From an optimization exercise on the open Yosys and OpenROAD flow, aimed at small area; shortcuts taken in it are not production practice.
RTL that was checked went through simulation tests only; none was proved equivalent to the original.
Function not checked in run 1: the RTL went through the layout flow alone.

## flow/design.v (module list and top-level ports; edited modules follow where they fit)
// module mul1: 3703 lines
// module mul1_fa: 4 lines
// module mul1_ha: 4 lines
// module mul1_bsel: 3 lines
// module mul1_bseln: 3 lines
module mul1 (
    input clock,
    input reset,
    input logic FU_unit,
    input [31:0] regA,
    input [31:0] regB,
    input logic [4:0] func,
    input logic rollback,
    input logic [5:0] tag_in,
    output logic [31:0] result,
    output logic [5:0] tag_out,
    output done
);
  // ...
==> flow/run.sh <==
#!/bin/bash
# synth_recipe.tcl (not shown) runs the flow's synth.tcl, then flattens the netlist and writes it again
# the make line also repeats each setting of config.mk as NAME=value (left out here)
make -C /OpenROAD-flow-scripts/flow DESIGN_CONFIG=/design/flow/config.mk WORK_HOME=/design/flow/orfs CLKGATE_MAP_FILE= SYNTH_SCRIPT=/design/flow/synth_recipe.tcl finish
==> flow/config.mk <==
export PLATFORM = sky130hd
export DESIGN_NAME = mul1
export DESIGN_NICKNAME = mul1
export VERILOG_FILES = /design/flow/design.v
export SDC_FILE = /design/flow/constraint.sdc
export NUM_CORES = 4
export LEC_CHECK = 0
export ABC_AREA = 1
export CAP_MARGIN = 20
export CORE_MARGIN = 2
export CORE_UTILIZATION = 45
export CTS_BUF_LIST = sky130_fd_sc_hd__clkbuf_8
export PLACE_DENSITY = 0.6
export SLEW_MARGIN = 20
export SYNTH_HIERARCHICAL = 1
export SYNTH_MINIMUM_KEEP_SIZE = 0
==> flow/constraint.sdc <==
create_clock -name core_clock -period 10.0 [get_ports {clock}]
set_input_delay 2.0000 -clock core_clock [delete_from_list [all_inputs] [get_ports {clock}]]
set_output_delay 2.0000 -clock core_clock [all_outputs]
set_load 0.01 [all_outputs]
==> summary.txt, run 1 <==
status=complete, no violations; Clock-cell share=about 1.4%; M3 GR Usage=7.75%; Cells after Synth=about 2700; postcts setup bufs=0; Layout Cells excl Fill=3505; total area of sequential cells=3240 sq um; share of cells above drive strength 1=10.2%; Crit Path Category=in -> reg; TritonCTS Buffers=17; I/O Buffers=117; met1 capacity usage during global routing=a little over two fifths; CP endpoint=res1[31]$_DFF_P_; GRT Total Usage=~34%; Synth area leaders=fa_1 (37%), xor2_1 (18%), dfxtp_1 (12%); area of the multi-input gates=around 22000 sq um; busiest grt layer=met2; routed length per instance=between 20 and 30 um; H-tree Lvls=4; pre-CTS setup slack=0.172 ns; sequential cell area share=11.0%; count of different cell masters after synthesis=35; Hold Crit Start=res3[27]$_DFF_P_; setup violators final=0; FP Rows=a little under 90; RSZ-0062 raised after global routing=no
==> inputs of run 2 (changes only) <==
--- a/flow/design.v
+++ b/flow/design.v
@@ -2695,116 +2695,116 @@
     assign pp617 = (one592 & opa[24]);
     assign pp618 = (one592 & opa[25]);
     assign pp619 = (one592 & opa[26]);
     assign pp620 = (one592 & opa[27]);
     assign pp621 = (one592 & opa[28]);
     assign pp622 = (one592 & opa[29]);
     assign pp623 = (one592 & opa[30]);
     assign pp624 = (one592 & opa[31]);
-    mul1_ha u_s625 (.a(neg37), .b(pp40), .s(s625), .co(c626));
-    mul1_ha u_s627 (.a(pp41), .b(pp6), .s(s627), .co(c628));
+    mul1_fa u_s625 (.a(neg37), .b(pp40), .c(pp5), .s(s625), .co(c626));
+    mul1_fa u_s627 (.a(pp41), .b(pp6), .c(c626), .s(s627), .co(c628));
     mul1_fa u_s629 (.a(neg74), .b(pp42), .c(pp7), .s(s629), .co(c630));
-    mul1_ha u_s631 (.a(pp77), .b(c628), .s(s631), .co(c632));
+    mul1_fa u_s631 (.a(pp77), .b(s629), .c(c628), .s(s631), .co(c632));
     mul1_fa u_s633 (.a(pp43), .b(pp78), .c(pp8), .s(s633), .co(c634));
-    mul1_ha u_s635 (.a(c630), .b(s633), .s(s635), .co(c636));
+    mul1_fa u_s635 (.a(c630), .b(s633), .c(c632), .s(s635), .co(c636));
     mul1_fa u_s637 (.a(neg111), .b(pp114), .c(pp44), .s(s637), .co(c638));
     mul1_fa u_s639 (.a(pp79), .b(pp9), .c(c634), .s(s639), .co(c640));
-    mul1_ha u_s641 (.a(s637), .b(c636), .s(s641), .co(c642));
+    mul1_fa u_s641 (.a(s637), .b(s639), .c(c636), .s(s641), .co(c642));
     mul1_fa u_s643 (.a(pp10), .b(pp115), .c(pp45), .s(s643), .co(c644));
     mul1_fa u_s645 (.a(pp80), .b(c638), .c(s643), .s(s645), .co(c646));
-    mul1_ha u_s647 (.a(c640), .b(s645), .s(s647), .co(c648));
+    mul1_fa u_s647 (.a(c640), .b(s645), .c(c642), .s(s647), .co(c648));
     mul1_fa u_s649 (.a(neg148), .b(pp11), .c(pp116), .s(s649), .co(c650));
     mul1_fa u_s651 (.a(pp151), .b(pp46), .c(pp81), .s(s651), .co(c652));
     mul1_fa u_s653 (.a(c644), .b(s649), .c(s651), .s(s653), .co(c654));
-    mul1_ha u_s655 (.a(c646), .b(s653), .s(s655), .co(c656));
+    mul1_fa u_s655 (.a(c646), .b(s653), .c(c648), .s(s655), .co(c656));
     mul1_fa u_s657 (.a(pp117), .b(pp12), .c(pp152), .s(s657), .co(c658));
     mul1_fa u_s659 (.a(pp47), .b(pp82), .c(c650), .s(s659), .co(c660));
     mul1_fa u_s661 (.a(c652), .b(s657), .c(c654), .s(s661), .co(c662));
-    mul1_ha u_s663 (.a(s659), .b(c656), .s(s663), .co(c664));
+    mul1_ha u_s663 (.a(s659), .b(s661), .s(s663), .co(c664));
     mul1_fa u_s665 (.a(neg185), .b(pp118), .c(pp13), .s(s665), .co(c666));
     mul1_fa u_s667 (.a(pp153), .b(pp188), .c(pp48), .s(s667), .co(c668));
     mul1_fa u_s669 (.a(pp83), .b(c658), .c(s665), .s(s669), .co(c670));
     mul1_fa u_s671 (.a(s667), .b(c660), .c(s669), .s(s671), .co(c672));
-    mul1_ha u_s673 (.a(c662), .b(s671), .s(s673), .co(c674));
+    mul1_fa u_s673 (.a(c662), .b(s671), .c(c664), .s(s673), .co(c674));
     mul1_fa u_s675 (.a(pp119), .b(pp14), .c(pp154), .s(s675), .co(c676));
     mul1_fa u_s677 (.a(pp189), .b(pp49), .c(pp84), .s(s677), .co(c678));
     mul1_fa u_s679 (.a(c666), .b(c668), .c(s675), .s(s679), .co(c680));
     mul1_fa u_s681 (.a(s677), .b(c670), .c(s679), .s(s681), .co(c682));
-    mul1_ha u_s683 (.a(c672), .b(s681), .s(s683), .co(c684));
+    mul1_fa u_s683 (.a(c672), .b(s681), .c(c674), .s(s683), .co(c684));
     mul1_fa u_s685 (.a(neg222), .b(pp120), .c(pp15), .s(s685), .co(c686));
     mul1_fa u_s687 (.a(pp155), .b(pp190), .c(pp225), .s(s687), .co(c688));
     mul1_fa u_s689 (.a(pp50), .b(pp85), .c(c676), .s(s689), .co(c690));
     mul1_fa u_s691 (.a(c678), .b(s685), .c(s687), .s(s691), .co(c692));
     mul1_fa u_s693 (.a(c680), .b(s689), .c(s691), .s(s693), .co(c694));
-    mul1_ha u_s695 (.a(c682), .b(s693), .s(s695), .co(c696));
+    mul1_fa u_s695 (.a(c682), .b(s693), .c(c684), .s(s695), .co(c696));
     mul1_fa u_s697 (.a(pp121), .b(pp156), .c(pp16), .s(s697), .co(c698));
     mul1_fa u_s699 (.a(pp191), .b(pp226), .c(pp51), .s(s699), .co(c700));
     mul1_fa u_s701 (.a(pp86), .b(c686), .c(c688), .s(s701), .co(c702));
     mul1_fa u_s703 (.a(s697), .b(s699), .c(c690), .s(s703), .co(c704));
     mul1_fa u_s705 (.a(c692), .b(s701), .c(s703), .s(s705), .co(c706));
-    mul1_ha u_s707 (.a(c694), .b(c696), .s(s707), .co(c708));
+    mul1_ha u_s707 (.a(c694), .b(s705), .s(s707), .co(c708));
     mul1_fa u_s709 (.a(neg259), .b(pp122), .c(pp157), .s(s709), .co(c710));
     mul1_fa u_s711 (.a(pp17), .b(pp192), .c(pp227), .s(s711), .co(c712));
     mul1_fa u_s713 (.a(pp262), .b(pp52), .c(pp87), .s(s713), .co(c714));
     mul1_fa u_s715 (.a(c698), .b(c700), .c(s709), .s(s715), .co(c716));
     mul1_fa u_s717 (.a(s711), .b(s713), .c(c702), .s(s717), .co(c718));
     mul1_fa u_s719 (.a(s715), .b(c704), .c(s717), .s(s719), .co(c720));
-    mul1_ha u_s721 (.a(c706), .b(s719), .s(s721), .co(c722));
+    mul1_fa u_s721 (.a(c706), .b(s719), .c(c708), .s(s721), .co(c722));
     mul1_fa u_s723 (.a(pp123), .b(pp158), .c(pp18), .s(s723), .co(c724));
     mul1_fa u_s725 (.a(pp193), .b(pp228), .c(pp263), .s(s725), .co(c726));
     mul1_fa u_s727 (.a(pp53), .b(pp88), .c(c710), .s(s727), .co(c728));
     mul1_fa u_s729 (.a(c712), .b(c714), .c(s723), .s(s729), .co(c730));
     mul1_fa u_s731 (.a(s725), .b(c716), .c(s727), .s(s731), .co(c732));
     mul1_fa u_s733 (.a(s729), .b(c718), .c(s731), .s(s733), .co(c734));
-    mul1_ha u_s735 (.a(c720), .b(s733), .s(s735), .co(c736));
+    mul1_fa u_s735 (.a(c720), .b(s733), .c(c722), .s(s735), .co(c736));
     mul1_fa u_s737 (.a(neg296), .b(pp124), .c(pp159), .s(s737), .co(c738));
     mul1_fa u_s739 (.a(pp19), .b(pp194), .c(pp229), .s(s739), .co(c740));
     mul1_fa u_s741 (.a(pp264), .b(pp299), .c(pp54), .s(s741), .co(c742));
     mul1_fa u_s743 (.a(pp89), .b(c724), .c(c726), .s(s743), .co(c744));
     mul1_fa u_s745 (.a(s737), .b(s739), .c(s741), .s(s745), .co(c746));
     mul1_fa u_s747 (.a(c728), .b(c730), .c(s743), .s(s747), .co(c748));
     mul1_fa u_s749 (.a(s745), .b(c732), .c(s747), .s(s749), .co(c750));
     mul1_ha u_s751 (.a(c734), .b(s749), .s(s751), .co(c752));
     mul1_fa u_s753 (.a(pp125), .b(pp160), .c(pp195), .s(s753), .co(c754));
     mul1_fa u_s755 (.a(pp20), .b(pp230), .c(pp265), .s(s755), .co(c756));
     mul1_fa u_s757 (.a(pp300), .b(pp55), .c(pp90), .s(s757), .co(c758));
     mul1_fa u_s759 (.a(c738), .b(c740), .c(c742), .s(s759), .co(c760));
     mul1_fa u_s761 (.a(s753), .b(s755), .c(s757), .s(s761), .co(c762));
     mul1_fa u_s763 (.a(c744), .b(c746), .c(s759), .s(s763), .co(c764));
     mul1_fa u_s765 (.a(s761), .b(c748), .c(s763), .s(s765), .co(c766));
-    mul1_ha u_s767 (.a(c750), .b(s765), .s(s767), .co(c768));
+    mul1_fa u_s767 (.a(c750), .b(s765), .c(c752), .s(s767), .co(c768));
     mul1_fa u_s769 (.a(neg333), .b(pp126), .c(pp161), .s(s769), .co(c770));
     mul1_fa u_s771 (.a(pp196), .b(pp21), .c(pp231), .s(s771), .co(c772));
     mul1_fa u_s773 (.a(pp266), .b(pp301), .c(pp336), .s(s773), .co(c774));
     mul1_fa u_s775 (.a(pp56), .b(pp91), .c(c754), .s(s775), .co(c776));
     mul1_fa u_s777 (.a(c756), .b(c758), .c(s769), .s(s777), .co(c778));
     mul1_fa u_s779 (.a(s771), .b(s773), .c(c760), .s(s779), .co(c780));
     mul1_fa u_s781 (.a(c762), .b(s775), .c(s777), .s(s781), .co(c782));
     mul1_fa u_s783 (.a(c764), .b(s779), .c(s781), .s(s783), .co(c784));
-    mul1_ha u_s785 (.a(c766), .b(s783), .s(s785), .co(c786));
+    mul1_fa u_s785 (.a(c766), .b(s783), .c(c768), .s(s785), .co(c786));
     mul1_fa u_s787 (.a(pp127), .b(pp162), .c(pp197), .s(s787), .co(c788));
     mul1_fa u_s789 (.a(pp22), .b(pp232), .c(pp267), .s(s789), .co(c790));
     mul1_fa u_s791 (.a(pp302), .b(pp337), .c(pp57), .s(s791), .co(c792));
     mul1_fa u_s793 (.a(pp92), .b(c770), .c(c772), .s(s793), .co(c794));
     mul1_fa u_s795 (.a(c774), .b(s787), .c(s789), .s(s795), .co(c796));
     mul1_fa u_s797 (.a(s791), .b(c776), .c(c778), .s(s797), .co(c798));
     mul1_fa u_s799 (.a(s793), .b(s795), .c(c780), .s(s799), .co(c800));
     mul1_fa u_s801 (.a(c782), .b(s797), .c(s799), .s(s801), .co(c802));
-    mul1_ha u_s803 (.a(c784), .b(c786), .s(s803), .co(c804));
+    mul1_ha u_s803 (.a(c784), .b(s801), .s(s803), .co(c804));
     mul1_fa u_s805 (.a(neg370), .b(pp128), .c(pp163), .s(s805), .co(c806));
     mul1_fa u_s807 (.a(pp198), .b(pp23), .c(pp233), .s(s807), .co(c808));
     mul1_fa u_s809 (.a(pp268), .b(pp303), .c(pp338), .s(s809), .co(c810));
     mul1_fa u_s811 (.a(pp373), .b(pp58), .c(pp93), .s(s811), .co(c812));
     mul1_fa u_s813 (.a(c788), .b(c790), .c(c792), .s(s813), .co(c814));
     mul1_fa u_s815 (.a(s805), .b(s807), .c(s809), .s(s815), .co(c816));
     mul1_fa u_s817 (.a(s811), .b(c794), .c(c796), .s(s817), .co(c818));
     mul1_fa u_s819 (.a(s813), .b(s815), .c(c798), .s(s819), .co(c820));
     mul1_fa u_s821 (.a(s817), .b(c800), .c(s819), .s(s821), .co(c822));
-    mul1_ha u_s823 (.a(c802), .b(s821), .s(s823), .co(c824));
+    mul1_fa u_s823 (.a(c802), .b(s821), .c(c804), .s(s823), .co(c824));
     mul1_fa u_s825 (.a(pp129), .b(pp164), .c(pp199), .s(s825), .co(c826));
     mul1_fa u_s827 (.a(pp234), .b(pp24), .c(pp269), .s(s827), .co(c828));
     mul1_fa u_s829 (.a(pp304), .b(pp339), .c(pp374), .s(s829), .co(c830));
     mul1_fa u_s831 (.a(pp59), .b(pp94), .c(c806), .s(s831), .co(c832));
     mul1_fa u_s833 (.a(c808), .b(c810), .c(c812), .s(s833), .co(c834));
     mul1_fa u_s835 (.a(s825), .b(s827), .c(s829), .s(s835), .co(c836));
     mul1_fa u_s837 (.a(c814), .b(c816), .c(s831), .s(s837), .co(c838));
     mul1_fa u_s839 (.a(s833), .b(s835), .c(c818), .s(s839), .co(c840));
@@ -2815,17 +2815,17 @@
     mul1_fa u_s849 (.a(pp270), .b(pp305), .c(pp340), .s(s849), .co(c850));
     mul1_fa u_s851 (.a(pp375), .b(pp410), .c(pp60), .s(s851), .co(c852));
     mul1_fa u_s853 (.a(pp95), .b(c826), .c(c828), .s(s853), .co(c854));
     mul1_fa u_s855 (.a(c830), .b(s845), .c(s847), .s(s855), .co(c856));
     mul1_fa u_s857 (.a(s849), .b(s851), .c(c832), .s(s857), .co(c858));
     mul1_fa u_s859 (.a(c834), .b(c836), .c(s853), .s(s859), .co(c860));
     mul1_fa u_s861 (.a(s855), .b(c838), .c(s857), .s(s861), .co(c862));
     mul1_fa u_s863 (.a(s859), .b(c840), .c(s861), .s(s863), .co(c864));
-    mul1_ha u_s865 (.a(c842), .b(s863), .s(s865), .co(c866));
+    mul1_fa u_s865 (.a(c842), .b(s863), .c(c844), .s(s865), .co(c866));
     mul1_fa u_s867 (.a(pp131), .b(pp166), .c(pp201), .s(s867), .co(c868));
     mul1_fa u_s869 (.a(pp236), .b(pp26), .c(pp271), .s(s869), .co(c870));
     mul1_fa u_s871 (.a(pp306), .b(pp341), .c(pp376), .s(s871), .co(c872));
     mul1_fa u_s873 (.a(pp411), .b(pp61), .c(pp96), .s(s873), .co(c874));
     mul1_fa u_s875 (.a(c846), .b(c848), .c(c850), .s(s875), .co(c876));
     mul1_fa u_s877 (.a(c852), .b(s867), .c(s869), .s(s877), .co(c878));
     mul1_fa u_s879 (.a(s871), .b(s873), .c(c854), .s(s879), .co(c880));
     mul1_fa u_s881 (.a(c856), .b(s875), .c(s877), .s(s881), .co(c882));
@@ -2838,17 +2838,17 @@
     mul1_fa u_s895 (.a(pp377), .b(pp412), .c(pp447), .s(s895), .co(c896));
     mul1_fa u_s897 (.a(pp62), .b(pp97), .c(c868), .s(s897), .co(c898));
     mul1_fa u_s899 (.a(c870), .b(c872), .c(c874), .s(s899), .co(c900));
     mul1_fa u_s901 (.a(s889), .b(s891), .c(s893), .s(s901), .co(c902));
     mul1_fa u_s903 (.a(s895), .b(c876), .c(c878), .s(s903), .co(c904));
     mul1_fa u_s905 (.a(s897), .b(s899), .c(s901), .s(s905), .co(c906));
     mul1_fa u_s907 (.a(c880), .b(c882), .c(s903), .s(s907), .co(c908));
     mul1_fa u_s909 (.a(s905), .b(c884), .c(s907), .s(s909), .co(c910));
-    mul1_ha u_s911 (.a(c886), .b(s909), .s(s911), .co(c912));
+    mul1_fa u_s911 (.a(c886), .b(s909), .c(c888), .s(s911), .co(c912));
     mul1_fa u_s913 (.a(pp133), .b(pp168), .c(pp203), .s(s913), .co(c914));
     mul1_fa u_s915 (.a(pp238), .b(pp273), .c(pp28), .s(s915), .co(c916));
     mul1_fa u_s917 (.a(pp308), .b(pp343), .c(pp378), .s(s917), .co(c918));
     mul1_fa u_s919 (.a(pp413), .b(pp448), .c(pp63), .s(s919), .co(c920));
     mul1_fa u_s921 (.a(pp98), .b(c890), .c(c892), .s(s921), .co(c922));
     mul1_fa u_s923 (.a(c894), .b(c896), .c(s913), .s(s923), .co(c924));
     mul1_fa u_s925 (.a(s915), .b(s917), .c(s919), .s(s925), .co(c926));
     mul1_fa u_s927 (.a(c898), .b(c900), .c(c902), .s(s927), .co(c928));
@@ -2863,17 +2863,17 @@
     mul1_fa u_s945 (.a(pp484), .b(pp64), .c(pp99), .s(s945), .co(c946));
     mul1_fa u_s947 (.a(c914), .b(c916), .c(c918), .s(s947), .co(c948));
     mul1_fa u_s949 (.a(c920), .b(s937), .c(s939), .s(s949), .co(c950));
     mul1_fa u_s951 (.a(s941), .b(s943), .c(s945), .s(s951), .co(c952));
     mul1_fa u_s953 (.a(c922), .b(c924), .c(c926), .s(s953), .co(c954));
     mul1_fa u_s955 (.a(s947), .b(s949), .c(s951), .s(s955), .co(c956));
     mul1_fa u_s957 (.a(c928), .b(c930), .c(s953), .s(s957), .co(c958));
     mul1_fa u_s959 (.a(s955), .b(c932), .c(s957), .s(s959), .co(c960));
-    mul1_ha u_s961 (.a(c934), .b(s959), .s(s961), .co(c962));
+    mul1_fa u_s961 (.a(c934), .b(s959), .c(c936), .s(s961), .co(c962));
     mul1_fa u_s963 (.a(pp100), .b(pp135), .c(pp170), .s(s963), .co(c964));
     mul1_fa u_s965 (.a(pp205), .b(pp240), .c(pp275), .s(s965), .co(c966));
     mul1_fa u_s967 (.a(pp30), .b(pp310), .c(pp345), .s(s967), .co(c968));
     mul1_fa u_s969 (.a(pp380), .b(pp415), .c(pp450), .s(s969), .co(c970));
     mul1_fa u_s971 (.a(pp485), .b(pp65), .c(c938), .s(s971), .co(c972));
     mul1_fa u_s973 (.a(c940), .b(c942), .c(c944), .s(s973), .co(c974));
     mul1_fa u_s975 (.a(c946), .b(s963), .c(s965), .s(s975), .co(c976));
     mul1_fa u_s977 (.a(s967), .b(s969), .c(c948), .s(s977), .co(c978));
@@ -2890,17 +2890,17 @@
     mul1_fa u_s999 (.a(pp66), .b(c964), .c(c966), .s(s999), .co(c1000));
     mul1_fa u_s1001 (.a(c968), .b(c970), .c(s989), .s(s1001), .co(c1002));
     mul1_fa u_s1003 (.a(s991), .b(s993), .c(s995), .s(s1003), .co(c1004));
     mul1_fa u_s1005 (.a(s997), .b(c972), .c(c974), .s(s1005), .co(c1006));
     mul1_fa u_s1007 (.a(c976), .b(s999), .c(s1001), .s(s1007), .co(c1008));
     mul1_fa u_s1009 (.a(s1003), .b(c978), .c(c980), .s(s1009), .co(c1010));
     mul1_fa u_s1011 (.a(s1005), .b(s1007), .c(c982), .s(s1011), .co(c1012));
     mul1_fa u_s1013 (.a(s1009), .b(c984), .c(s1011), .s(s1013), .co(c1014));
-    mul1_ha u_s1015 (.a(c986), .b(c988), .s(s1015), .co(c1016));
+    mul1_fa u_s1015 (.a(c986), .b(c988), .c(s1013), .s(s1015), .co(c1016));
     mul1_fa u_s1017 (.a(pp102), .b(pp137), .c(pp172), .s(s1017), .co(c1018));
     mul1_fa u_s1019 (.a(pp207), .b(pp242), .c(pp277), .s(s1019), .co(c1020));
     mul1_fa u_s1021 (.a(pp312), .b(pp32), .c(pp347), .s(s1021), .co(c1022));
     mul1_fa u_s1023 (.a(pp382), .b(pp417), .c(pp452), .s(s1023), .co(c1024));
     mul1_fa u_s1025 (.a(pp487), .b(pp522), .c(pp67), .s(s1025), .co(c1026));
     mul1_fa u_s1027 (.a(c990), .b(c992), .c(c994), .s(s1027), .co(c1028));
     mul1_fa u_s1029 (.a(c996), .b(c998), .c(s1017), .s(s1029), .co(c1030));
     mul1_fa u_s1031 (.a(s1019), .b(s1021), .c(s1023), .s(s1031), .co(c1032));
@@ -3118,17 +3118,17 @@
     mul1_fa u_s1441 (.a(pp432), .b(pp467), .c(pp502), .s(s1441), .co(c1442));
     mul1_fa u_s1443 (.a(pp537), .b(pp572), .c(pp605), .s(s1443), .co(c1444));
     mul1_fa u_s1445 (.a(c1416), .b(c1418), .c(c1420), .s(s1445), .co(c1446));
     mul1_fa u_s1447 (.a(c1422), .b(s1437), .c(s1439), .s(s1447), .co(c1448));
     mul1_fa u_s1449 (.a(s1441), .b(s1443), .c(c1424), .s(s1449), .co(c1450));
     mul1_fa u_s1451 (.a(c1426), .b(s1445), .c(s1447), .s(s1451), .co(c1452));
     mul1_fa u_s1453 (.a(c1428), .b(c1430), .c(s1449), .s(s1453), .co(c1454));
     mul1_fa u_s1455 (.a(s1451), .b(c1432), .c(s1453), .s(s1455), .co(c1456));
-    mul1_ha u_s1457 (.a(c1434), .b(s1455), .s(s1457), .co(c1458));
+    mul1_fa u_s1457 (.a(c1434), .b(s1455), .c(c1436), .s(s1457), .co(c1458));
     mul1_fa u_s1459 (.a(pp293), .b(pp328), .c(pp363), .s(s1459), .co(c1460));
     mul1_fa u_s1461 (.a(pp398), .b(pp433), .c(pp468), .s(s1461), .co(c1462));
     mul1_fa u_s1463 (.a(pp503), .b(pp538), .c(pp573), .s(s1463), .co(c1464));
     mul1_fa u_s1465 (.a(pp606), .b(ppn258), .c(c1438), .s(s1465), .co(c1466));
     mul1_fa u_s1467 (.a(c1440), .b(c1442), .c(c1444), .s(s1467), .co(c1468));
     mul1_fa u_s1469 (.a(s1459), .b(s1461), .c(s1463), .s(s1469), .co(c1470));
     mul1_fa u_s1471 (.a(c1446), .b(c1448), .c(s1465), .s(s1471), .co(c1472));
     mul1_fa u_s1473 (.a(s1467), .b(s1469), .c(c1450), .s(s1473), .co(c1474));
@@ -3139,17 +3139,17 @@
     mul1_fa u_s1481 (.a(pp364), .b(pp399), .c(pp434), .s(s1481), .co(c1482));
     mul1_fa u_s1483 (.a(pp469), .b(pp504), .c(pp539), .s(s1483), .co(c1484));
     mul1_fa u_s1485 (.a(pp574), .b(pp607), .c(c1460), .s(s1485), .co(c1486));
     mul1_fa u_s1487 (.a(c1462), .b(c1464), .c(s1479), .s(s1487), .co(c1488));
     mul1_fa u_s1489 (.a(s1481), .b(s1483), .c(c1466), .s(s1489), .co(c1490));
     mul1_fa u_s1491 (.a(c1468), .b(c1470), .c(s1485), .s(s1491), .co(c1492));
     mul1_fa u_s1493 (.a(s1487), .b(c1472), .c(s1489), .s(s1493), .co(c1494));
     mul1_fa u_s1495 (.a(s1491), .b(c1474), .c(s1493), .s(s1495), .co(c1496));
-    mul1_ha u_s1497 (.a(c1476), .b(s1495), .s(s1497), .co(c1498));
+    mul1_fa u_s1497 (.a(c1476), .b(s1495), .c(c1478), .s(s1497), .co(c1498));
     mul1_fa u_s1499 (.a(pp330), .b(pp365), .c(pp400), .s(s1499), .co(c1500));
     mul1_fa u_s1501 (.a(pp435), .b(pp470), .c(pp505), .s(s1501), .co(c1502));
     mul1_fa u_s1503 (.a(pp540), .b(pp575), .c(pp608), .s(s1503), .co(c1504));
     mul1_fa u_s1505 (.a(ppn295), .b(c1480), .c(c1482), .s(s1505), .co(c1506));
     mul1_fa u_s1507 (.a(c1484), .b(s1499), .c(s1501), .s(s1507), .co(c1508));
     mul1_fa u_s1509 (.a(s1503), .b(c1486), .c(c1488), .s(s1509), .co(c1510));
     mul1_fa u_s1511 (.a(s1505), .b(s1507), .c(c1490), .s(s1511), .co(c1512));
     mul1_fa u_s1513 (.a(c1492), .b(s1509), .c(c1494), .s(s1513), .co(c1514));
@@ -3158,155 +3158,155 @@
     assign c1518 = pp331 | pp366;
     mul1_fa u_s1519 (.a(pp401), .b(pp436), .c(pp471), .s(s1519), .co(c1520));
     mul1_fa u_s1521 (.a(pp506), .b(pp541), .c(pp576), .s(s1521), .co(c1522));
     mul1_fa u_s1523 (.a(pp609), .b(c1500), .c(c1502), .s(s1523), .co(c1524));
     mul1_fa u_s1525 (.a(c1504), .b(s1517), .c(s1519), .s(s1525), .co(c1526));
     mul1_fa u_s1527 (.a(s1521), .b(c1506), .c(c1508), .s(s1527), .co(c1528));
     mul1_fa u_s1529 (.a(s1523), .b(s1525), .c(c1510), .s(s1529), .co(c1530));
     mul1_fa u_s1531 (.a(s1527), .b(c1512), .c(s1529), .s(s1531), .co(c1532));
-    mul1_ha u_s1533 (.a(c1514), .b(s1531), .s(s1533), .co(c1534));
+    mul1_fa u_s1533 (.a(c1514), .b(s1531), .c(c1516), .s(s1533), .co(c1534));
     mul1_fa u_s1535 (.a(pp367), .b(pp402), .c(pp437), .s(s1535), .co(c1536));
     mul1_fa u_s1537 (.a(pp472), .b(pp507), .c(pp542), .s(s1537), .co(c1538));
     mul1_fa u_s1539 (.a(pp577), .b(pp610), .c(ppn332), .s(s1539), .co(c1540));
     mul1_fa u_s1541 (.a(c1518), .b(c1520), .c(c1522), .s(s1541), .co(c1542));
     mul1_fa u_s1543 (.a(s1535), .b(s1537), .c(s1539), .s(s1543), .co(c1544));
     mul1_fa u_s1545 (.a(c1524), .b(c1526), .c(s1541), .s(s1545), .co(c1546));
     mul1_fa u_s1547 (.a(s1543), .b(c1528), .c(s1545), .s(s1547), .co(c1548));
     mul1_fa u_s1549 (.a(c1530), .b(s1547), .c(c1532), .s(s1549), .co(c1550));
     assign s1551 = ~(pp368 ^ pp403);
     assign c1552 = pp368 | pp403;
     mul1_fa u_s1553 (.a(pp438), .b(pp473), .c(pp508), .s(s1553), .co(c1554));
     mul1_fa u_s1555 (.a(pp543), .b(pp578), .c(pp611), .s(s1555), .co(c1556));
     mul1_fa u_s1557 (.a(c1536), .b(c1538), .c(c1540), .s(s1557), .co(c1558));
     mul1_fa u_s1559 (.a(s1551), .b(s1553), .c(s1555), .s(s1559), .co(c1560));
     mul1_fa u_s1561 (.a(c1542), .b(c1544), .c(s1557), .s(s1561), .co(c1562));
     mul1_fa u_s1563 (.a(s1559), .b(c1546), .c(s1561), .s(s1563), .co(c1564));
-    mul1_ha u_s1565 (.a(c1548), .b(s1563), .s(s1565), .co(c1566));
+    mul1_fa u_s1565 (.a(c1548), .b(s1563), .c(c1550), .s(s1565), .co(c1566));
     mul1_fa u_s1567 (.a(pp404), .b(pp439), .c(pp474), .s(s1567), .co(c1568));
     mul1_fa u_s1569 (.a(pp509), .b(pp544), .c(pp579), .s(s1569), .co(c1570));
     mul1_fa u_s1571 (.a(pp612), .b(ppn369), .c(c1552), .s(s1571), .co(c1572));
     mul1_fa u_s1573 (.a(c1554), .b(c1556), .c(s1567), .s(s1573), .co(c1574));
     mul1_fa u_s1575 (.a(s1569), .b(c1558), .c(c1560), .s(s1575), .co(c1576));
     mul1_fa u_s1577 (.a(s1571), .b(s1573), .c(c1562), .s(s1577), .co(c1578));
     mul1_fa u_s1579 (.a(s1575), .b(s1577), .c(c1564), .s(s1579), .co(c1580));
     assign s1581 = ~(pp405 ^ pp440);
     assign c1582 = pp405 | pp440;
     mul1_fa u_s1583 (.a(pp475), .b(pp510), .c(pp545), .s(s1583), .co(c1584));
     mul1_fa u_s1585 (.a(pp580), .b(pp613), .c(c1568), .s(s1585), .co(c1586));
     mul1_fa u_s1587 (.a(c1570), .b(s1581), .c(s1583), .s(s1587), .co(c1588));
     mul1_fa u_s1589 (.a(c1572), .b(c1574), .c(s1585), .s(s1589), .co(c1590));
     mul1_fa u_s1591 (.a(s1587), .b(c1576), .c(s1589), .s(s1591), .co(c1592));
-    mul1_ha u_s1593 (.a(c1578), .b(s1591), .s(s1593), .co(c1594));
+    mul1_fa u_s1593 (.a(c1578), .b(s1591), .c(c1580), .s(s1593), .co(c1594));
     mul1_fa u_s1595 (.a(pp441), .b(pp476), .c(pp511), .s(s1595), .co(c1596));
     mul1_fa u_s1597 (.a(pp546), .b(pp581), .c(pp614), .s(s1597), .co(c1598));
     mul1_fa u_s1599 (.a(ppn406), .b(c1582), .c(c1584), .s(s1599), .co(c1600));
     mul1_fa u_s1601 (.a(s1595), .b(s1597), .c(c1586), .s(s1601), .co(c1602));
     mul1_fa u_s1603 (.a(c1588), .b(s1599), .c(c1590), .s(s1603), .co(c1604));
     mul1_fa u_s1605 (.a(s1601), .b(s1603), .c(c1592), .s(s1605), .co(c1606));
     assign s1607 = ~(pp442 ^ pp477);
     assign c1608 = pp442 | pp477;
     mul1_fa u_s1609 (.a(pp512), .b(pp547), .c(pp582), .s(s1609), .co(c1610));
     mul1_fa u_s1611 (.a(pp615), .b(c1596), .c(c1598), .s(s1611), .co(c1612));
     mul1_fa u_s1613 (.a(s1607), .b(s1609), .c(c1600), .s(s1613), .co(c1614));
     mul1_fa u_s1615 (.a(s1611), .b(c1602), .c(s1613), .s(s1615), .co(c1616));
-    mul1_ha u_s1617 (.a(c1604), .b(s1615), .s(s1617), .co(c1618));
+    mul1_fa u_s1617 (.a(c1604), .b(s1615), .c(c1606), .s(s1617), .co(c1618));
     mul1_fa u_s1619 (.a(pp478), .b(pp513), .c(pp548), .s(s1619), .co(c1620));
     mul1_fa u_s1621 (.a(pp583), .b(pp616), .c(ppn443), .s(s1621), .co(c1622));
     mul1_fa u_s1623 (.a(c1608), .b(c1610), .c(s1619), .s(s1623), .co(c1624));
     mul1_fa u_s1625 (.a(s1621), .b(c1612), .c(s1623), .s(s1625), .co(c1626));
     mul1_fa u_s1627 (.a(c1614), .b(s1625), .c(c1616), .s(s1627), .co(c1628));
     assign s1629 = ~(pp479 ^ pp514);
     assign c1630 = pp479 | pp514;
     mul1_fa u_s1631 (.a(pp549), .b(pp584), .c(pp617), .s(s1631), .co(c1632));
     mul1_fa u_s1633 (.a(c1620), .b(c1622), .c(s1629), .s(s1633), .co(c1634));
     mul1_fa u_s1635 (.a(s1631), .b(c1624), .c(s1633), .s(s1635), .co(c1636));
-    mul1_ha u_s1637 (.a(c1626), .b(s1635), .s(s1637), .co(c1638));
+    mul1_fa u_s1637 (.a(c1626), .b(s1635), .c(c1628), .s(s1637), .co(c1638));
     mul1_fa u_s1639 (.a(pp515), .b(pp550), .c(pp585), .s(s1639), .co(c1640));
     mul1_fa u_s1641 (.a(pp618), .b(ppn480), .c(c1630), .s(s1641), .co(c1642));
     mul1_fa u_s1643 (.a(c1632), .b(s1639), .c(c1634), .s(s1643), .co(c1644));
     mul1_fa u_s1645 (.a(s1641), .b(c1636), .c(s1643), .s(s1645), .co(c1646));
     assign s1647 = ~(pp516 ^ pp551);
     assign c1648 = pp516 | pp551;
     mul1_fa u_s1649 (.a(pp586), .b(pp619), .c(c1640), .s(s1649), .co(c1650));
     mul1_fa u_s1651 (.a(s1647), .b(c1642), .c(s1649), .s(s1651), .co(c1652));
-    mul1_ha u_s1653 (.a(c1644), .b(s1651), .s(s1653), .co(c1654));
+    mul1_fa u_s1653 (.a(c1644), .b(s1651), .c(c1646), .s(s1653), .co(c1654));
     mul1_fa u_s1655 (.a(pp552), .b(pp587), .c(pp620), .s(s1655), .co(c1656));
     mul1_fa u_s1657 (.a(ppn517), .b(c1648), .c(s1655), .s(s1657), .co(c1658));
     mul1_fa u_s1659 (.a(c1650), .b(s1657), .c(c1652), .s(s1659), .co(c1660));
     assign s1661 = ~(pp553 ^ pp588);
     assign c1662 = pp553 | pp588;
     mul1_fa u_s1663 (.a(pp621), .b(c1656), .c(s1661), .s(s1663), .co(c1664));
-    mul1_ha u_s1665 (.a(c1658), .b(s1663), .s(s1665), .co(c1666));
+    mul1_fa u_s1665 (.a(c1658), .b(s1663), .c(c1660), .s(s1665), .co(c1666));
     mul1_fa u_s1667 (.a(pp589), .b(pp622), .c(ppn554), .s(s1667), .co(c1668));
     mul1_fa u_s1669 (.a(c1662), .b(s1667), .c(c1664), .s(s1669), .co(c1670));
     assign s1671 = ~(pp590 ^ pp623);
     assign c1672 = pp590 | pp623;
-    mul1_ha u_s1673 (.a(c1668), .b(s1671), .s(s1673), .co(c1674));
+    mul1_fa u_s1673 (.a(c1668), .b(s1671), .c(c1670), .s(s1673), .co(c1674));
     mul1_fa u_s1675 (.a(pp624), .b(ppn591), .c(c1672), .s(s1675), .co(c1676));
     assign g1677 = neg0 & pp3;
     assign p1678 = neg0 ^ pp3;
     assign g1679 = pp4 & 1'b0;
     assign p1680 = pp4 ^ 1'b0;
-    assign g1681 = pp5 & s625;
-    assign p1682 = pp5 ^ s625;
-    assign g1683 = c626 & s627;
-    assign p1684 = c626 ^ s627;
-    assign g1685 = s629 & s631;
-    assign p1686 = s629 ^ s631;
-    assign g1687 = c632 & s635;
-    assign p1688 = c632 ^ s635;
-    assign g1689 = s639 & s641;
-    assign p1690 = s639 ^ s641;
-    assign g1691 = c642 & s647;
-    assign p1692 = c642 ^ s647;
-    assign g1693 = c648 & s655;
-    assign p1694 = c648 ^ s655;
-    assign g1695 = s661 & s663;
-    assign p1696 = s661 ^ s663;
-    assign g1697 = c664 & s673;
-    assign p1698 = c664 ^ s673;
-    assign g1699 = c674 & s683;
-    assign p1700 = c674 ^ s683;
-    assign g1701 = c684 & s695;
-    assign p1702 = c684 ^ s695;
-    assign g1703 = s705 & s707;
-    assign p1704 = s705 ^ s707;
-    assign g1705 = c708 & s721;
-    assign p1706 = c708 ^ s721;
-    assign g1707 = c722 & s735;
-    assign p1708 = c722 ^ s735;
-    assign g1709 = c736 & s751;
-    assign p1710 = c736 ^ s751;
-    assign g1711 = c752 & s767;
-    assign p1712 = c752 ^ s767;
-    assign g1713 = c768 & s785;
-    assign p1714 = c768 ^ s785;
-    assign g1715 = s801 & s803;
-    assign p1716 = s801 ^ s803;
-    assign g1717 = c804 & s823;
-    assign p1718 = c804 ^ s823;
-    assign g1719 = c824 & s843;
-    assign p1720 = c824 ^ s843;
-    assign g1721 = c844 & s865;
-    assign p1722 = c844 ^ s865;
-    assign g1723 = c866 & s887;
-    assign p1724 = c866 ^ s887;
-    assign g1725 = c888 & s911;
-    assign p1726 = c888 ^ s911;
-    assign g1727 = c912 & s935;
-    assign p1728 = c912 ^ s935;
-    assign g1729 = c936 & s961;
-    assign p1730 = c936 ^ s961;
-    assign g1731 = c962 & s987;
-    assign p1732 = c962 ^ s987;
-    assign g1733 = s1013 & s1015;
-    assign p1734 = s1013 ^ s1015;
-    assign g1735 = c1016 & s1043;
-    assign p1736 = c1016 ^ s1043;
+    assign g1681 = s625 & 1'b0;
+    assign p1682 = s625 ^ 1'b0;
+    assign g1683 = s627 & 1'b0;
+    assign p1684 = s627 ^ 1'b0;
+    assign g1685 = s631 & 1'b0;
+    assign p1686 = s631 ^ 1'b0;
+    assign g1687 = s635 & 1'b0;
+    assign p1688 = s635 ^ 1'b0;
+    assign g1689 = s641 & 1'b0;
+    assign p1690 = s641 ^ 1'b0;
+    assign g1691 = s647 & 1'b0;
+    assign p1692 = s647 ^ 1'b0;
+    assign g1693 = s655 & 1'b0;
+    assign p1694 = s655 ^ 1'b0;
+    assign g1695 = s663 & c656;
+    assign p1696 = s663 ^ c656;
+    assign g1697 = s673 & 1'b0;
+    assign p1698 = s673 ^ 1'b0;
+    assign g1699 = s683 & 1'b0;
+    assign p1700 = s683 ^ 1'b0;
+    assign g1701 = s695 & 1'b0;
+    assign p1702 = s695 ^ 1'b0;
+    assign g1703 = s707 & c696;
+    assign p1704 = s707 ^ c696;
+    assign g1705 = s721 & 1'b0;
+    assign p1706 = s721 ^ 1'b0;
+    assign g1707 = s735 & 1'b0;
+    assign p1708 = s735 ^ 1'b0;
+    assign g1709 = s751 & c736;
+    assign p1710 = s751 ^ c736;
+    assign g1711 = s767 & 1'b0;
+    assign p1712 = s767 ^ 1'b0;
+    assign g1713 = s785 & 1'b0;
+    assign p1714 = s785 ^ 1'b0;
+    assign g1715 = s803 & c786;
+    assign p1716 = s803 ^ c786;
+    assign g1717 = s823 & 1'b0;
+    assign p1718 = s823 ^ 1'b0;
+    assign g1719 = s843 & c824;
+    assign p1720 = s843 ^ c824;
+    assign g1721 = s865 & 1'b0;
+    assign p1722 = s865 ^ 1'b0;
+    assign g1723 = s887 & c866;
+    assign p1724 = s887 ^ c866;
+    assign g1725 = s911 & 1'b0;
+    assign p1726 = s911 ^ 1'b0;
+    assign g1727 = s935 & c912;
+    assign p1728 = s935 ^ c912;
+    assign g1729 = s961 & 1'b0;
+    assign p1730 = s961 ^ 1'b0;
+    assign g1731 = s987 & c962;
+    assign p1732 = s987 ^ c962;
+    assign g1733 = s1015 & 1'b0;
+    assign p1734 = s1015 ^ 1'b0;
+    assign g1735 = s1043 & c1016;
+    assign p1736 = s1043 ^ c1016;
     assign g1737 = c1044 & s1073;
     assign p1738 = c1044 ^ s1073;
     assign g1739 = c1074 & s1103;
     assign p1740 = c1074 ^ s1103;
     assign g1741 = c1104 & s1133;
     assign p1742 = c1104 ^ s1133;
     assign g1743 = s1165 & c1134;
     assign p1744 = s1165 ^ c1134;
@@ -3325,56 +3325,56 @@
     assign g1757 = s1365 & c1340;
     assign p1758 = s1365 ^ c1340;
     assign g1759 = c1366 & s1389;
     assign p1760 = c1366 ^ s1389;
     assign g1761 = s1413 & c1390;
     assign p1762 = s1413 ^ c1390;
     assign g1763 = c1414 & s1435;
     assign p1764 = c1414 ^ s1435;
-    assign g1765 = s1457 & c1436;
-    assign p1766 = s1457 ^ c1436;
-    assign g1767 = c1458 & s1477;
-    assign p1768 = c1458 ^ s1477;
-    assign g1769 = s1497 & c1478;
-    assign p1770 = s1497 ^ c1478;
-    assign g1771 = c1498 & s1515;
-    assign p1772 = c1498 ^ s1515;
-    assign g1773 = s1533 & c1516;
-    assign p1774 = s1533 ^ c1516;
-    assign g1775 = c1534 & s1549;
-    assign p1776 = c1534 ^ s1549;
-    assign g1777 = s1565 & c1550;
-    assign p1778 = s1565 ^ c1550;
-    assign g1779 = c1566 & s1579;
-    assign p1780 = c1566 ^ s1579;
-    assign g1781 = s1593 & c1580;
-    assign p1782 = s1593 ^ c1580;
-    assign g1783 = c1594 & s1605;
-    assign p1784 = c1594 ^ s1605;
-    assign g1785 = s1617 & c1606;
-    assign p1786 = s1617 ^ c1606;
-    assign g1787 = c1618 & s1627;
-    assign p1788 = c1618 ^ s1627;
-    assign g1789 = s1637 & c1628;
-    assign p1790 = s1637 ^ c1628;
-    assign g1791 = c1638 & s1645;
-    assign p1792 = c1638 ^ s1645;
-    assign g1793 = s1653 & c1646;
-    assign p1794 = s1653 ^ c1646;
-    assign g1795 = c1654 & s1659;
-    assign p1796 = c1654 ^ s1659;
-    assign g1797 = s1665 & c1660;
-    assign p1798 = s1665 ^ c1660;
-    assign g1799 = c1666 & s1669;
-    assign p1800 = c1666 ^ s1669;
-    assign g1801 = s1673 & c1670;
-    assign p1802 = s1673 ^ c1670;
-    assign g1803 = c1674 & s1675;
-    assign p1804 = c1674 ^ s1675;
+    assign g1765 = s1457 & 1'b0;
+    assign p1766 = s1457 ^ 1'b0;
+    assign g1767 = s1477 & c1458;
+    assign p1768 = s1477 ^ c1458;
+    assign g1769 = s1497 & 1'b0;
+    assign p1770 = s1497 ^ 1'b0;
+    assign g1771 = s1515 & c1498;
+    assign p1772 = s1515 ^ c1498;
+    assign g1773 = s1533 & 1'b0;
+    assign p1774 = s1533 ^ 1'b0;
+    assign g1775 = s1549 & c1534;
+    assign p1776 = s1549 ^ c1534;
+    assign g1777 = s1565 & 1'b0;
+    assign p1778 = s1565 ^ 1'b0;
+    assign g1779 = s1579 & c1566;
+    assign p1780 = s1579 ^ c1566;
+    assign g1781 = s1593 & 1'b0;
+    assign p1782 = s1593 ^ 1'b0;
+    assign g1783 = s1605 & c1594;
+    assign p1784 = s1605 ^ c1594;
+    assign g1785 = s1617 & 1'b0;
+    assign p1786 = s1617 ^ 1'b0;
+    assign g1787 = s1627 & c1618;
+    assign p1788 = s1627 ^ c1618;
+    assign g1789 = s1637 & 1'b0;
+    assign p1790 = s1637 ^ 1'b0;
+    assign g1791 = s1645 & c1638;
+    assign p1792 = s1645 ^ c1638;
+    assign g1793 = s1653 & 1'b0;
+    assign p1794 = s1653 ^ 1'b0;
+    assign g1795 = s1659 & c1654;
+    assign p1796 = s1659 ^ c1654;
+    assign g1797 = s1665 & 1'b0;
+    assign p1798 = s1665 ^ 1'b0;
+    assign g1799 = s1669 & c1666;
+    assign p1800 = s1669 ^ c1666;
+    assign g1801 = s1673 & 1'b0;
+    assign p1802 = s1673 ^ 1'b0;
+    assign g1803 = s1675 & c1674;
+    assign p1804 = s1675 ^ c1674;
     assign G1805 = g1679 | (p1680 & g1677);
     assign P1806 = p1680 & p1678;
     assign G1807 = g1683 | (p1684 & g1681);
     assign P1808 = p1684 & p1682;
     assign G1809 = g1687 | (p1688 & g1685);
     assign P1810 = p1688 & p1686;
     assign G1811 = g1691 | (p1692 & g1689);
     assign P1812 = p1692 & p1690;
==> flow/flow/run.sh (new file) <==
#!/bin/bash
# Standard ORFS layout (the standard.sh, standard synthesis unchanged) with
# minimum-size port buffers and power/area recovery after global routing.
set -euo pipefail
bash standard.sh BUFFER_PORTS_ARGS="-buffer_cell sky130_fd_sc_hd__buf_1" RECOVER_POWER=100 finish > standard.log 2>&1
==> flow/standard.sh (new file) <==
#!/bin/bash
# synth_recipe.tcl (not shown) runs the flow's synth.tcl, then flattens the netlist and writes it again
# the make line also repeats each setting of config.mk as NAME=value (left out here)
make -C /OpenROAD-flow-scripts/flow DESIGN_CONFIG=/design/flow/config.mk WORK_HOME=/design/flow/orfs CLKGATE_MAP_FILE= SYNTH_SCRIPT=/design/flow/synth_recipe.tcl "${@:-finish}"
==> flow/config.mk (replaced) <==
export PLATFORM = sky130hd
export DESIGN_NAME = mul1
export DESIGN_NICKNAME = mul1
export VERILOG_FILES = /design/flow/design.v
export SDC_FILE = /design/flow/constraint.sdc
export NUM_CORES = 4
export LEC_CHECK = 0
export ABC_AREA = 1
export CAP_MARGIN = 20
export CORE_MARGIN = 2
export CORE_UTILIZATION = 60
export CTS_BUF_LIST = sky130_fd_sc_hd__clkbuf_8
export PLACE_DENSITY = 0.7
export SLEW_MARGIN = 20
export SYNTH_HIERARCHICAL = 1
export SYNTH_MINIMUM_KEEP_SIZE = 0
removed: flow/run.sh
==> summary.txt, run 2 <==
status=complete, no violations (unchanged); count of different cell masters after synthesis=39 (was 35); vias in the first global route=22600 (was 23300); Cells after Synth=2646 (was 2678); Layout Nets=3328 (was 3425); setup violators final=0 (unchanged); hpwl dp=68.0 mm (was 78.2 mm); Synthesized Nets=3316 (was 3376); Sink Count=162 (unchanged); register area share after synthesis=12.4% (was 12.3%); Synth area leaders=fa_1 (38%), xor2_1 (18%), dfxtp_1 (12%) (was fa_1 (37%), xor2_1 (18%), dfxtp_1 (12%)); FP Rows=76 (was 88); leading area contributor after synthesis=fa_1 (unchanged); antenna viol nets, final=0 (unchanged); Synth top cells by count=xor2_1 (541), o22ai_1 (512), fa_1 (501) (was xor2_1 (549), o22ai_1 (511), fa_1 (495)); max-cap violations=0 (unchanged); Post-Syn Area=26100 sq um (was 26400 sq um); Root Driver=clkbuf_8 (unchanged); Clock Latency Late Sink=0.50 ns (about the same); Fin. Hold Viols=0 (unchanged); Syn Area/Cell=9.87 sq um (about the same); H-tree Lvls=4 (unchanged); Final Skew=0.0248 ns (was 0.0155 ns); postcts setup bufs=0 (unchanged); drt pass-1 iters=8 (unchanged); clk slew on worst S/H paths=0.11 ns (about the same); Worst slew margin=34.0% (was 19.3%); Max FO, Critical Path=19 (was 18); Die Area=45200 sq um (was 60700 sq um); top-count cell post-synth=xor2_1 (unchanged); DRC=0 (unchanged); fillers=3590 (was 5342); HP Class=reg -> reg (unchanged); Starting Density=60.8% (was 45.7%); RSZ-0062 raised after global routing=no (unchanged); Tmin final=9.43 ns (was 9.46 ns); TritonCTS Buffers=17 (unchanged); share of Yosys cell area claimed by the top area cell type=38.4% (was 37.5%); CP endpoint kind=register (unchanged); period utilization=94.3% (was 94.6%); cts repair resizes=0 (unchanged); final core utilization=64.7% (was 50.7%); Crit path arrival time=9.80 ns (was 9.82 ns); I/O Buffers=117 (unchanged); Crit-path slowest cell=inv_1 (was clkdlybuf4s50_1); Crit Path Category=in -> reg (unchanged); commonest non-fill, non-tap cell in the layout=xor2_1 (unchanged); critical path buffer and inverter count=3 (unchanged); CTS tree=yes (unchanged); Startpoint Class=input pin (unchanged); number of synthesized flops with an enable pin=0 (unchanged); Post-Route Setup TNS=0 ns (unchanged); wire length of the first global-routing pass=136 mm (was 151 mm); commonest cells after routing, fill and taps aside=xor2_1 (541), o22ai_1 (512), fa_1 (501) (was xor2_1 (549), o22ai_1 (511), fa_1 (495)); Via Count=21900 (was 22100); antenna violations before repair=6 (was 2); top_reg_cell synth=dfxtp_1 (unchanged); cts hold-fix bufs=0 (unchanged); largest net degree at the start of global routing=39 (was 34); synthesized flop and latch total=162 (unchanged); asr flop ratio synth=0% (unchanged); worst slew pin tran=0.990 ns (was 1.21 ns); die width=213 um (was 246 um); Final GP Congestion=1.00 (was 0.993); Crit path top cell by count=nand2_1 (was fa_1); Max Root-Sink Buffers=2 (unchanged); Fin Hold WS=0.322 ns (was 0.319 ns); GRT Total Usage=41.1% (was 33.9%); Worst Path Required=10.37 ns (was 10.36 ns); # IOs=118 (unchanged); CP delay by family, top=adder cells (unchanged); Slew Viols, Final=0 (unchanged); gr ovfl total=0 (unchanged); routed length per instance=27.8 um (was 29.1 um); Vias per Instance=6.71 (was 6.32); Achievable Freq=0.106 GHz (about the same); yosys warns=7 (unchanged); area growth from synthesis to layout=6.47% (was 11.1%); slowest cell delay on critical path=0.57 ns (was 0.56 ns); DR iter-0 viols=2411 (was 2304); share of cells above drive strength 1=9.02% (was 10.2%); Core Box Area=43000 sq um (was 57900 sq um); Die Ht=213 um (was 246 um); routed wire length=90.6 mm (was 102 mm)
## run 2: metal layers
metal / vias up / GRT usage [%] / part of all wire (%)
met3: 396 / 12.5 / 13
met2: 1718 / 62.3 / 44
met1: 10800 / 52.2 / 36
met4: 8 / 24.6 / 6.8
li1: 8881 / - / -
met5: - / 0 / 0.062
## run 2: final cells by class
type / count / area (sq um) / area share [%]
inverter: 151 / 567 / 2.04
sequential: 162 / 3240 / 11.7
clock buffer: 17 / 234 / 0.841
clock inverter: 15 / 201 / 0.724
multi-input combinational: 2064 / 21200 / 76.3
tap: 585 / 732 / 2.63
antenna: 1 / 2.50 / 0.00900
timing repair buffer: 262 / 1620 / 5.83
## run 2: final timing paths
check                          startpoint          endpoint  slack (ns)  cells after the start
setup / recovery                 regB[11]  res1[31]$_DFF_P_        0.57                     34
hold / removal           res3[21]$_DFF_P_  res4[21]$_DFF_P_        0.32                      0
setup reg to reg  tag_old[2]$_SDFFE_PP1P_     v1$_SDFF_PP0_        8.84                      4
hold reg to reg          res3[21]$_DFF_P_  res4[21]$_DFF_P_        0.32                      0
## run 2: Yosys stat by module (local to each module, per instance)
module	cells	area, sq um
mul1	2136	16000
mul1_fa	1	20.0
mul1_ha	1	12.5
## run 2: logic make-up after synthesis
kind of cell	Yosys count	synth area share (%)
DFF	162	12.4
and+or+nand+nor	296	4.85
AOI/OAI and AO/OA	613	14.6
adders and majority gates	591	42.7
buffers and inverters	420	6.52
xor gates and xnor gates	564	18.9
## run 2: metrics by stage
step | cell area (sq um) | setup slack, ns | std cells
after CTS | 27800 | 0.942 | 3256
after detailed placement | 27400 | 0.412 | 3224
after global placement | 27400 | 0.503 | 3224
final | 27800 | 0.566 | 3257
after global routing | 27800 | 0.393 | 3256
after floorplan | 26100 | 1.75 | 2646
==> inputs of run 3 (changes only) <==
--- a/flow/config.mk
+++ b/flow/config.mk
@@ -9,7 +9,7 @@
 export CAP_MARGIN = 20
 export CORE_MARGIN = 2
-export CORE_UTILIZATION = 60
+export CORE_UTILIZATION = 45
 export CTS_BUF_LIST = sky130_fd_sc_hd__clkbuf_8
-export PLACE_DENSITY = 0.7
+export PLACE_DENSITY = 0.6
 export SLEW_MARGIN = 20
 export SYNTH_HIERARCHICAL = 1
==> summary.txt, run 3 <==
status=complete, no violations (unchanged); vias in the first global route=22600 (about the same); Final Skew=0.0188 ns (was 0.0248 ns); Core Box Area=57600 sq um (was 43000 sq um); total area of sequential cells=3240 sq um (unchanged); Post-Syn Area=26100 sq um (unchanged); Max Root-Sink Buffers=2 (unchanged); wire length of the first global-routing pass=143 mm (was 136 mm); area growth from synthesis to layout=7.68% (was 6.47%); register area share after synthesis=12.4% (unchanged); GRT Total Usage=32.2% (was 41.1%); CP endpoint kind=register (unchanged); period utilization=94.6% (was 94.3%); # placed instances=3416 (was 3224); slowest cell delay on critical path=0.53 ns (was 0.57 ns); Crit path top cell by count=nand2_1 (unchanged); Fin. Hold Viols=0 (unchanged); routed wl met3=10.8 mm (was 11.8 mm); Achievable Freq=0.106 GHz (about the same); number of synthesized flops with an enable pin=0 (unchanged); R2R Setup Slk=8.80 ns (was 8.84 ns); reg2reg path depth=4 (unchanged); Clock Latency Late Sink=0.50 ns (about the same); top_reg_cell synth=dfxtp_1 (unchanged); DR iter-0 viols=2676 (was 2411); cts hold-fix bufs=0 (unchanged); Synthesized Nets=3316 (unchanged); Crit-path slowest cell=fa_1 (was inv_1); Tmin final=9.46 ns (was 9.43 ns); max-cap violations=0 (unchanged); Worst Path Required=10.38 ns (was 10.37 ns); yosys warns=7 (unchanged); clk slew on worst S/H paths=0.12 ns (was 0.11 ns); Top Layer Used=met5 (unchanged); commonest non-fill, non-tap cell in the layout=xor2_1 (unchanged); Starting Density=45.4% (was 60.8%); area of the multi-input gates=21200 sq um (about the same); r2r endpoint=v1$_SDFF_PP0_ (unchanged); Synth top cells by count=xor2_1 (541), o22ai_1 (512), fa_1 (501) (unchanged); share of cells above drive strength 1=9.54% (was 9.02%); Sink Count=162 (unchanged); TritonCTS Buffers=17 (unchanged); hold endpoint=res4[6]$_DFF_P_ (was res4[21]$_DFF_P_); die width=245 um (was 213 um); Cells after Synth=2646 (unchanged); Crit Path Category=in -> reg (unchanged); largest net degree at the start of global routing=35 (was 39); Final GP Congestion=0.988 (was 1.00); Layout Nets=3340 (was 3328); Crit path arrival time=9.83 ns (was 9.80 ns); Synth area leaders=fa_1 (38%), xor2_1 (18%), dfxtp_1 (12%) (unchanged); Hold Crit Start=res3[6]$_DFF_P_ (was res3[21]$_DFF_P_); reg-to-reg startpoint=tag_old[3]$_SDFFE_PP1P_ (was tag_old[2]$_SDFFE_PP1P_); CTS tree=yes (unchanged); worst slew pin tran=1.10 ns (was 0.990 ns); Syn Area/Cell=9.87 sq um (unchanged); top-count cell post-synth=xor2_1 (unchanged); Via Count=21700 (was 21900); DRC=0 (unchanged); count of different cell masters after synthesis=39 (unchanged); routed length per instance=27.8 um (about the same); Layout Cells excl Fill=3450 (was 3257); Fin Hold WS=0.320 ns (was 0.322 ns); antenna violations before repair=7 (was 6); Startpoint Class=input pin (unchanged); hpwl dp=72.1 mm (was 68.0 mm); synthesized flop and latch total=162 (unchanged); met2 WL=42.1 mm (was 39.9 mm); Max FO, Critical Path=15 (was 19); Die Ht=245 um (was 213 um); Hold Crit Depth=0 (unchanged); asr flop ratio synth=0% (unchanged); FP Rows=88 (was 76); fillers=5330 (was 3590); share of Yosys cell area claimed by the top area cell type=38.4% (unchanged); HP Class=reg -> reg (unchanged); H-tree Lvls=4 (unchanged); gr ovfl total=0 (unchanged); routed wire length=96.0 mm (was 90.6 mm); Root Driver=clkbuf_8 (unchanged); Die Area=60000 sq um (was 45200 sq um); drt pass-1 iters=8 (unchanged); Slew Viols, Final=0 (unchanged); setup violators final=0 (unchanged); postcts setup bufs=0 (unchanged); I/O Buffers=117 (unchanged); leading area contributor after synthesis=fa_1 (unchanged); antenna viol nets, final=0 (unchanged); Vias per Instance=6.29 (was 6.71); cts repair resizes=0 (unchanged); commonest cells after routing, fill and taps aside=xor2_1 (541), o22ai_1 (512), fa_1 (501) (unchanged); RSZ-0062 raised after global routing=no (unchanged); Worst slew margin=26.4% (was 34.0%); Post-Route Setup TNS=0 ns (unchanged); wl on met1=37.1 mm (was 32.7 mm); # IOs=118 (unchanged)
-- run 3: cell types whose count changed in the layout (fill, tap and decap cells not counted), moves of 2 or more --
cell,change
nand2_1,-4
buf_4,+13
nand2_2,+3
inv_8,-3
inv_12,+2
-- run 3: worst max-delay path: cells and delay by family --
kind | cells | cell delay, ns
xor gates and xnor gates | 2 | 0.35
adders and majority gates | 9 | 3.42
AOI/OAI and AO/OA | 3 | 0.30
buffers and inverters | 5 | 1.50
and+or+nand+nor | 17 | 2.21
-- run 3: kinds of logic (layout without fill, tap and decap cells) --
group                      Yosys count  count (layout)  share of synthesized area, %
and+or+nand+nor                    296             296                          4.85
AOI/OAI and AO/OA                  613             613                          14.6
other                                0               2                             0
buffers and inverters              420             457                          6.52
xor gates and xnor gates           564             564                          18.9
adders and majority gates          591             591                          42.7
DFF                                162             162                          12.4
-- run 3: stage by stage --
stage                     util (%)  cell area (sq um)  setup WS (ns)
after CTS                     48.9              28100           1.11
after global placement        48.1              27700          0.565
after floorplan                  -              26100           1.75
after global routing          48.8              28100          0.344
final                         48.8              28100          0.545
after detailed placement      48.1              27700          0.556
-- run 3: cell type report --
| cell class | count | area share, % |
|---|---|---|
| multi-input combinational | 2064 | 75.4 |
| sequential | 162 | 11.5 |
| timing repair buffer | 274 | 6.05 |
| tap | 765 | 3.40 |
| inverter | 151 | 2.02 |
| clock buffer | 17 | 0.832 |
| clock inverter | 15 | 0.743 |
| antenna | 2 | 0.0178 |
-- run 3: per-module statistics from Yosys (local to each module, per instance) --
module   copies in the design  cells  area [sq um]  flops+latches
mul1_fa                   493      1          20.0              0
mul1                        1   2136         16000            162
mul1_ha                    17      1          12.5              0
-- run 3: worst max path at each step --
stage	start	to	slack (ns)	depth (start not counted)
3_3_place_gp	regB[12]	res1[31]$_DFF_P_	0.56	33
4_1_cts	regB[12]	res1[31]$_DFF_P_	1.11	34
2_1_floorplan	regB[9]	res1[31]$_DFF_P_	1.75	32
3_5_place_dp	regB[12]	res1[31]$_DFF_P_	0.56	33
6_report	regB[12]	res1[31]$_DFF_P_	0.54	36
5_1_grt	regB[12]	res1[31]$_DFF_P_	0.34	36
-- run 3: routing by layer --
layer,global-route usage [%],vias to the layer above
met1,42.7,10900
li1,-,8920
met2,48.7,1483
met5,0,-
met3,7.49,351
met4,18.0,10
==> inputs of run 4 (changes only) <==
==> flow/flow/run.sh (replaced) <==
#!/bin/bash
# Standard ORFS layout (the standard.sh, standard synthesis unchanged) with
# minimum-size port buffers, no CTS dummy loads, and power/area recovery after
# global routing.
set -euo pipefail
bash standard.sh BUFFER_PORTS_ARGS="-buffer_cell sky130_fd_sc_hd__buf_1" \
  CTS_ARGS="-sink_clustering_enable -repair_clock_nets -dont_use_dummy_load -buf_list sky130_fd_sc_hd__clkbuf_8" \
  RECOVER_POWER=100 finish > standard.log 2>&1
--- a/flow/config.mk
+++ b/flow/config.mk
@@ -9,7 +9,7 @@
 export CAP_MARGIN = 20
 export CORE_MARGIN = 2
-export CORE_UTILIZATION = 45
+export CORE_UTILIZATION = 60
 export CTS_BUF_LIST = sky130_fd_sc_hd__clkbuf_8
-export PLACE_DENSITY = 0.6
+export PLACE_DENSITY = 0.85
 export SLEW_MARGIN = 20
 export SYNTH_HIERARCHICAL = 1
==> summary.txt, run 4 <==
Layout Cells excl Fill=3247 (was 3450); CTS tree=yes (unchanged); Synth top cells by count=xor2_1 (541), o22ai_1 (512), fa_1 (501) (unchanged); I/O Buffers=117 (unchanged); Startpoint Class=input pin (unchanged); antenna viol nets, final=0 (unchanged); cts hold-fix bufs=0 (unchanged); Slew Viols, Final=0 (unchanged); Synth area leaders=fa_1 (38%), xor2_1 (18%), dfxtp_1 (12%) (unchanged); simple-gate share of the synthesized area=4.85% (unchanged); Sink Count=162 (unchanged); Final Skew=0.0270 ns (was 0.0188 ns); routed wire length=93.2 mm (was 96.0 mm); Synth Area in Compound Gates=14.6% (unchanged); clk slew on worst S/H paths=0.09 ns (was 0.12 ns); Post-Synth Adder-Cell Area=42.7% (unchanged); vias in the first global route=22600 (about the same); Root Driver=clkbuf_8 (unchanged); Worst slew margin=33.8% (was 26.4%); share of cells above drive strength 1=8.57% (was 9.54%); CP endpoint kind=register (unchanged); Crit path top cell by count=fa_1 (was nand2_1); Final GP Congestion=1.07 (was 0.988); leading area contributor after synthesis=fa_1 (unchanged); period utilization=93.3% (was 94.6%); # IOs=118 (unchanged); Layout Nets=3331 (was 3340); Fin Hold WS=0.305 ns (was 0.320 ns); DR iter-0 viols=2878 (was 2676); Crit Path Category=in -> reg (unchanged); Fin. Hold Viols=0 (unchanged); FP Rows=76 (was 88); RSZ-0062 raised after global routing=no (unchanged); setup violators final=0 (unchanged); Syn Area/Cell=9.87 sq um (unchanged); TritonCTS Buffers=17 (unchanged); Clock Latency Late Sink=0.48 ns (was 0.50 ns); top_reg_cell synth=dfxtp_1 (unchanged); Post-Syn Area=26100 sq um (unchanged); die width=213 um (was 245 um); drt pass-1 iters=9 (was 8); Cells after Synth=2646 (unchanged); worst slew pin tran=0.992 ns (was 1.10 ns); Die Area=45200 sq um (was 60000 sq um); Worst Path Required=10.39 ns (was 10.38 ns); max-cap violations=0 (unchanged); top-count cell post-synth=xor2_1 (unchanged); post-route cell area=27600 sq um (was 28100 sq um); commonest non-fill, non-tap cell in the layout=xor2_1 (unchanged); gr ovfl total=0 (unchanged); count of different cell masters after synthesis=39 (unchanged); Crit path arrival time=9.72 ns (was 9.83 ns); main combinational cell family by area after synthesis=adder cells (unchanged); yosys warns=7 (unchanged); Post-Synth XOR/XNOR Area=18.9% (unchanged); Post-Route Setup TNS=0 ns (unchanged); DRC=0 (unchanged); Crit-path slowest cell=clkbuf_1 (was fa_1); mux share of post-synthesis cell area=0% (unchanged); cts repair resizes=0 (unchanged); GRT Total Usage=42.1% (was 32.2%); Via Count=22200 (was 21700); fillers=3453 (was 5330); postcts setup bufs=0 (unchanged); antenna violations before repair=3 (was 7); Die Ht=213 um (was 245 um); Achievable Freq=0.107 GHz (was 0.106 GHz); asr flop ratio synth=0% (unchanged); wire length of the first global-routing pass=139 mm (was 143 mm); area growth from synthesis to layout=5.74% (was 7.68%); Vias per Instance=6.83 (was 6.29); share of Yosys cell area claimed by the top area cell type=38.4% (unchanged); HP Class=reg -> reg (unchanged); Area after DPL=27400 sq um (was 27700 sq um); routed length per instance=28.7 um (was 27.8 um); status=complete, no violations (unchanged); commonest cells after routing, fill and taps aside=xor2_1 (541), o22ai_1 (512), fa_1 (501) (unchanged); slowest cell delay on critical path=0.58 ns (was 0.53 ns); # placed instances=3227 (was 3416); hpwl dp=72.5 mm (was 72.1 mm); number of synthesized flops with an enable pin=0 (unchanged); Max Root-Sink Buffers=2 (unchanged); largest net degree at the start of global routing=36 (was 35); Max FO, Critical Path=16 (was 15); H-tree Lvls=4 (unchanged); Starting Density=60.8% (was 45.4%); register area share after synthesis=12.4% (unchanged); Synthesized Nets=3316 (unchanged); Core Box Area=43000 sq um (was 57600 sq um); Tmin final=9.33 ns (was 9.46 ns); synthesized flop and latch total=162 (unchanged)
## run 4: stage by stage
step                worst slack (ns)  utilization [%]
CTS                             1.11             64.3
floorplan                       1.75                -
global placement               0.729             63.8
detailed placement             0.621             63.8
finish                         0.668             64.3
global route                   0.392             64.2
## run 4: path summary, 6_finish.rpt
| kind | depth (start not counted) | slack [ns] | start | to |
|---|---|---|---|---|
| setup / recovery | 27 | 0.67 | regB[9] | res1[11]$_DFF_P_ |
| hold / removal | 0 | 0.30 | res1[18]$_DFF_P_ | res2[18]$_DFF_P_ |
| setup reg to reg | 4 | 8.79 | tag_old[2]$_SDFFE_PP1P_ | v1$_SDFF_PP0_ |
| hold reg to reg | 0 | 0.30 | res1[18]$_DFF_P_ | res2[18]$_DFF_P_ |
## run 4: area by class of cell
cell class              instances  area (sq um)  share of cell area (%)
multi-input cells            2064         21200                    76.8
inverters                     151           567                    2.05
well taps                     585           732                    2.65
diodes                          3          7.51                  0.0272
repair buffers                265          1630                    5.90
clock buffers                  17           234                   0.847
flip-flops and latches        162          3240                    11.7
## run 4: per-module statistics from Yosys, one instance, submodules excluded
module,flops+latches,cells inside
mul1_fa,0,1
mul1,162,2136
mul1_ha,0,1
## run 4: logic make-up after synthesis
family	after synthesis
AO/OA/AOI/OAI	613
XOR/XNOR	564
flip-flops	162
buffers and inverters	420
adder cells (fa/ha/maj)	591
AND/OR/NAND/NOR	296
## run 4: critical path, delay by kind of cell
family                   cells  cell delay [ns]
adder cells (fa/ha/maj)      9             3.62
XOR/XNOR                     2             0.66
AND/OR/NAND/NOR              8             1.13
AO/OA/AOI/OAI                5             0.88
buffers and inverters        3             1.37
## run 4: metal layers
metal | global-route usage (%) | share of wire, % | routed length [um] | up-vias
met4 | 23.3 | 6.9 | 6430 | 2
met3 | 11.5 | 13 | 12200 | 438
met5 | 0 | 0.012 | 11 | -
met2 | 64.5 | 44 | 41000 | 1950
li1 | - | - | - | 8882
met1 | 54.4 | 36 | 33500 | 10900

re-timing with driven ports:
In the flow no input, the clock included, has a driving cell. The finished layouts below were timed again as built, in two steps. Step 1 (the two cells are an assumption about what drives the block):
set clk [get_ports {clock}]
set_driving_cell -lib_cell sky130_fd_sc_hd__clkbuf_16 $clk
set_driving_cell -lib_cell sky130_fd_sc_hd__buf_2 [delete_from_list [all_inputs] $clk]
Step 2 times the ports against the registers' clock, not the clock port: input delays grow and output delays shrink by t, the midpoint of the rising clock arrivals with the driver on. Slacks: no drivers / after step 1 / after step 2; pairs: no drivers / after step 1.
run | shift t [ns] | setup WS [ns] | worst hold slack (ns) | latest minus earliest clock arrival (ns) | worst slew at a driven data input, ns
run 1 | 0.531 | 0.544 / 0.559 / 0.028 | 0.319 / 0.319 / 0.319 | 0.026 / 0.026 | 0.14
run 2 | 0.538 | 0.566 / 0.584 / 0.046 | 0.322 / 0.322 / 0.322 | 0.026 / 0.026 | 0.19
run 3 | 0.538 | 0.545 / 0.564 / 0.025 | 0.320 / 0.320 / 0.320 | 0.030 / 0.029 | 0.18
run 4 | 0.517 | 0.668 / 0.659 / 0.142 | 0.305 / 0.305 / 0.305 | 0.028 / 0.028 | 0.17
After both steps every run listed still meets setup and hold. The setup slack of run 4, which loses most, moves by -0.009 ns with the drivers and by -0.526 ns with both steps.
